This design comes from an exercise in tuning for small area and a short achievable clock period on the open sky130 flow, not from production work. In this exercise RTL edits were held to simulation tests only and were not proved equivalent to the original.

==> module alu_srt_step, before the edit <==
module alu_srt_step #(parameter FIRST = 0) (
	input  [6:0]  ti,
	input  [25:0] si,
	input  [25:0] ci,
	input  [1:0]  nb,     
	input  [31:0] dn,     
	input  [7:0]  ds,
	input         mul,
	input  [3:0]  bs,
	output [6:0]  to,
	output [25:0] so,
	output [25:0] co,
	output        hc, ac,
	output        qp1, qp2, qn1, qn2
);
	wire [27:0] ys = {si, nb};
	wire [27:0] yc = {ci, 2'b00};
	wire [25:0] mj;
	alu_srt_win win (.ti(ti), .ys2(ys[27:26]), .yc2(yc[27:26]), .ds(ds), .dt(dn[31:25]),
		.cl(mj[25]), .mul(mul), .bs(bs), .to(to), .hc(hc), .ac(ac),
		.qp1(qp1), .qp2(qp2), .qn1(qn1), .qn2(qn2));
	wire lpos, lm1, lm2;
	alu_sm sm (.qp1(qp1), .qp2(qp2), .qn1(qn1), .qn2(qn2), .pos(lpos), .m1(lm1), .m2(lm2));
	wire [25:0] d1 = dn[25:0];
	wire [25:0] d2 = {dn[24:0], 1'b0};
	wire [25:0] m;
	assign m[25:23] = (~d1[25:23] & {3{qp1}}) | (d1[25:23] & {3{qn1}}) | (~d2[25:23] & {3{qp2}}) |
		(d2[25:23] & {3{qn2}});
	assign m[22:0] = ((d1[22:0] & {23{lm1}}) | (d2[22:0] & {23{lm2}})) ^ {23{lpos}};
	genvar i;
	generate for (i = 0; i < 26; i = i + 1) begin : b
		if (FIRST || i < 2) begin : h
			assign so[i] = ys[i] ^ m[i];
			assign mj[i] = ys[i] & m[i];
		end else if (i == 25) begin : t
			wire ms = ((d1[i] & lm1) | (d2[i] & lm2)) ^ lpos;
			assign so[i] = ys[i] ^ yc[i] ^ ms;
			assign mj[i] = (ys[i] & yc[i]) | (m[i] & (ys[i] | yc[i]));
		end else begin : f
			alu_fa fa (.A(ys[i]), .B(yc[i]), .CIN(m[i]), .SUM(so[i]), .COUT(mj[i]));
		end
	end endgenerate
	assign co = {mj[24:0], lpos};
endmodule
Settings: LEC_CHECK=0, ABC_AREA=1, CAP_MARGIN=60, CORE_MARGIN=2, CORE_UTILIZATION=55, SLEW_MARGIN=60; clock period 400.0 ns.
standard.sh (not shown) runs the stock make flow with config.mk's settings and CLKGATE_MAP_FILE= SYNTH_SCRIPT=/design/flow/synth_recipe.tcl, a recipe that flattens the netlist after the stock synthesis.
==> flow/flow/run.sh <==
#!/bin/bash
# Own flow: the standard layout (standard.sh: the standard synthesis and every ORFS step
# unchanged), except that the port buffers that ORFS's buffer_ports inserts during placement
# are the library's smallest buffer, sky130_fd_sc_hd__buf_1 (ORFS's BUFFER_PORTS_ARGS), instead
# of the cell the resizer picks by default. Every input and output port still gets a buffer.
set -euo pipefail
bash standard.sh "BUFFER_PORTS_ARGS=-buffer_cell sky130_fd_sc_hd__buf_1" finish > layout.log 2>&1
Next try:
--- a/flow/design.v
+++ b/flow/design.v
@@ -328,15 +328,14 @@
 		.qp1(qp1), .qp2(qp2), .qn1(qn1), .qn2(qn2));
 	wire lpos, lm1, lm2;
 	alu_sm sm (.qp1(qp1), .qp2(qp2), .qn1(qn1), .qn2(qn2), .pos(lpos), .m1(lm1), .m2(lm2));
 	wire [25:0] d1 = dn[25:0];
 	wire [25:0] d2 = {dn[24:0], 1'b0};
 	wire [25:0] m;
-	assign m[25:23] = (~d1[25:23] & {3{qp1}}) | (d1[25:23] & {3{qn1}}) | (~d2[25:23] & {3{qp2}}) |
-		(d2[25:23] & {3{qn2}});
-	assign m[22:0] = ((d1[22:0] & {23{lm1}}) | (d2[22:0] & {23{lm2}})) ^ {23{lpos}};
+	assign m[25] = (~d1[25] & qp1) | (d1[25] & qn1) | (~d2[25] & qp2) | (d2[25] & qn2);
+	assign m[24:0] = ((d1[24:0] & {25{lm1}}) | (d2[24:0] & {25{lm2}})) ^ {25{lpos}};
 	genvar i;
 	generate for (i = 0; i < 26; i = i + 1) begin : b
 		if (FIRST || i < 2) begin : h
 			assign so[i] = ys[i] ^ m[i];
 			assign mj[i] = ys[i] & m[i];
 		end else if (i == 25) begin : t
After rerunning: Hold slack loses 30 ps. Clock skew stays flat. Cell count came out lower by 1.8%. Routed wire length barely changes. Core utilization is about the same. Register-to-register slack loses 2000 ps. Design area shrinks by 1.3%.

separate check: timing with driven ports:
Ports are ideal in the flow. The routed layouts listed here were re-timed in OpenROAD.
Step 1 assumes that a clkbuf_16 drives the clock port and a buf_2 every other input.
Step 2 adds t to the input delays and takes it off the output delays; t is the mean of the earliest and latest rising clock arrival at the registers after step 1. Input paths then give back, and output paths get back, about the clock's delay inside the block.
Three values: no drivers, after step 1, after step 2; two values: the first two.
run	shift t [ns]	setup slack, ns	worst slew at a driven data input, ns
the first run	0.641	318.919 / 318.856 / 319.497	0.05
the second run	0.639	318.884 / 318.821 / 319.459	0.06
After both steps every run listed still meets setup and hold.
